This is an optimization exercise on Yosys and OpenROAD, whose aim is small area, not a production implementation. In this exercise RTL edits were held to simulation tests only and were not proved equivalent to the original. Power and IR drop assume default switching activity.

== run 1 ==
Design digital_top, start of the top module:
module digital_top(
  input wire reset_n,
  input wire clk,
  input  wire       reg_req,
  input  wire       reg_wr1rd0,
  input  wire [7:0] reg_address,
  input  wire [7:0] reg_wr_data,
  output wire [7:0] reg_rd_data,
  output logic      adc_convert,     
  input  logic      adc_ready,
  input  logic[7:0] adc_q,           
  output wire [7:0] adc_filtered,
  output wire       filtered_ready
);
  wire signed  [7:0] O_coef0;
  wire signed  [7:0] O_coef1;
  wire signed  [7:0] O_coef2;
  wire signed  [7:0] O_div;
  wire   [1:0] O_decimation_ratio;
  wire   conv_en, cic_en, fir_en;
  reg_block u_regs(.rst_n(reset_n), .clk(clk),
                   .req(reg_req), .wr_en(reg_wr1rd0), .addr(reg_address), .wr_data(reg_wr_data), .rd_data(reg_rd_data),
                   .O_coef0(O_coef0), .O_coef1(O_coef1), .O_coef2(O_coef2), .O_coef_div(O_div),
                   .O_decimation_ratio(O_decimation_ratio), .O_conv_en(conv_en),
                   .I_adc_data(adc_filtered)
                  );
  fsm u_fsm(.clk(clk), .rst_n(reset_n), .conv_en(conv_en), .active(fir_en));
  assign adc_convert = fir_en;
  assign cic_en = fir_en;
  datapath u_datapath(.clk(clk), .reset_n(reset_n),
                      .data_ready(adc_ready), .data_in(adc_q), .data_filtered(adc_filtered), .filtered_ready(filtered_ready),
                      .cic_en(cic_en), .fir_en(fir_en),
                      .coef0(O_coef0), .coef1(O_coef1), .coef2(O_coef2), .div(O_div), .decimation_ratio(O_decimation_ratio)
                     );
endmodule
Size in the first run: about 160 flip-flops, ~47 I/O pins, about 13000 um^2 of cells after synthesis.
==> flow/config.mk <==
export PLATFORM = sky130hd
export DESIGN_NAME = digital_top
export DESIGN_NICKNAME = digital_top
export VERILOG_FILES = /design/flow/design.v
export SDC_FILE = /design/flow/constraint.sdc
export NUM_CORES = 4
export LEC_CHECK = 0
export CAP_MARGIN = 20
export CORE_MARGIN = 2
export CORE_UTILIZATION = 40
export CTS_BUF_LIST = sky130_fd_sc_hd__clkbuf_8
export GPL_TIMING_DRIVEN = 0
export SLEW_MARGIN = 20
export SYNTH_HIERARCHICAL = 1
==> flow/constraint.sdc <==
create_clock -name core_clock -period 8.0 [get_ports {clk}]
set_input_delay 1.6000 -clock core_clock [delete_from_list [all_inputs] [get_ports {clk}]]
set_output_delay 1.6000 -clock core_clock [all_outputs]
set_load 0.01 [all_outputs]
run.sh (not shown) runs the stock make flow with config.mk's settings and CLKGATE_MAP_FILE= SYNTH_SCRIPT=/design/flow/synth_recipe.tcl, a recipe that flattens the netlist after the stock synthesis.
Input-level comparison between run 2 and run 1:
# run 1
export LEC_CHECK = 0
export CAP_MARGIN = 20
export CORE_MARGIN = 2
export CORE_UTILIZATION = 40
export CTS_BUF_LIST = sky130_fd_sc_hd__clkbuf_8
export GPL_TIMING_DRIVEN = 0
export SLEW_MARGIN = 20
export SYNTH_HIERARCHICAL = 1
create_clock -name core_clock -period 8.0 [get_ports {clk}]
# run 2
export LEC_CHECK = 0
export CAP_MARGIN = 20
export CORE_MARGIN = 2
export CORE_UTILIZATION = 65
export CTS_BUF_LIST = sky130_fd_sc_hd__clkbuf_8
export GPL_TIMING_DRIVEN = 0
export SLEW_MARGIN = 20
export SYNTH_HIERARCHICAL = 1
create_clock -name core_clock -period 8.0 [get_ports {clk}]
### Flow results
On switching power total, run 2 does better than run 1.
Cell area | run 2 vs run 1 | run 2 smaller
Run 2 has more setup slack than run 1.
Synthesis-to-finish area growth ends up higher on run 1.
There was hardly any difference in post-CTS clock slew at the launch and capture registers of the worst setup and hold paths between run 1 and run 2.
Mean number of vias per cell of run 2 exceeds that of run 1 by more than 10%.
Looking at leakage power, run 2 sits 0.033 nW lower than run 1 does.
Lower global placement routability congestion was reported by run 1, not run 2.
Compared with run 1, run 2 shows clock share of power lower by 1.9 points.
Of run 1 and run 2, the lower share of post-route cells with drive strength above 1 belongs to run 1.
[inputs] run 3 vs run 2
# run 2
export LEC_CHECK = 0
export CAP_MARGIN = 20
export CORE_MARGIN = 2
export CORE_UTILIZATION = 65
export CTS_BUF_LIST = sky130_fd_sc_hd__clkbuf_8
export GPL_TIMING_DRIVEN = 0
export SLEW_MARGIN = 20
export SYNTH_HIERARCHICAL = 1
create_clock -name core_clock -period 8.0 [get_ports {clk}]
# run 3
export LEC_CHECK = 0
export CAP_MARGIN = 20
export CORE_MARGIN = 2
export CORE_UTILIZATION = 40
export CTS_BUF_LIST = sky130_fd_sc_hd__clkbuf_8
export GPL_TIMING_DRIVEN = 0
export SLEW_MARGIN = 20
export SYNTH_HIERARCHICAL = 1
create_clock -name core_clock -period 8.0 [get_ports {clk}]
==> flow/flow/run.sh (new file) <==
#!/bin/bash
bash standard.sh \
  "CTS_ARGS=-sink_clustering_enable -repair_clock_nets -buf_list sky130_fd_sc_hd__clkbuf_8 -dont_use_dummy_load" \
  "RECOVER_POWER=100" \
  finish > make.log 2>&1
==> flow/standard.sh (new file) <==
#!/bin/bash
# synth_recipe.tcl (not shown) runs the flow's synth.tcl, then flattens the netlist and writes it again
# the make line also repeats each setting of config.mk as NAME=value (left out here)
make -C /OpenROAD-flow-scripts/flow DESIGN_CONFIG=/design/flow/config.mk WORK_HOME=/design/flow/orfs CLKGATE_MAP_FILE= SYNTH_SCRIPT=/design/flow/synth_recipe.tcl "${@:-finish}"
removed: flow/run.sh
Notes after the runs:
Of run 3 and run 2, just one finished clean: run 2.
Run 3 has clock network area share below what run 2 had.
Maximum frequency is higher on run 2
Looking at worst supply voltage drop on vdd across run 3 and run 2, the one that comes out higher is run 2.

[static timing again, ports no longer ideal]
The results above use ideal ports. As a check the final layouts listed here were re-extracted and re-timed, cells and wires unchanged. Step 1 assumes that a clkbuf_16 drives the clock port and a buf_2 every other input. Step 2, shift: input delay + t, output delay - t, t = (earliest + latest rising clock arrival at the registers) / 2. This alone moves slack from input paths to output paths. Slacks: ideal ports / drivers / drivers and shift; pairs: ideal ports / drivers.
run	shift t [ns]	setup slack, ns	worst setup path after step 2	clock arrival spread, ns	cell pins on the clock port's net
run 1	0.502	0.149 / 0.161 / -0.341	input to register	0.018 / 0.018	1
run 2	0.497	0.175 / 0.192 / -0.303	input to register	0.028 / 0.027	1
run 3	0.484	0.136 / 0.151 / -0.333	input to register	0.042 / 0.041	1
The setup slack of run 1, which loses most, moves by +0.012 ns with the drivers and by -0.490 ns with both steps.
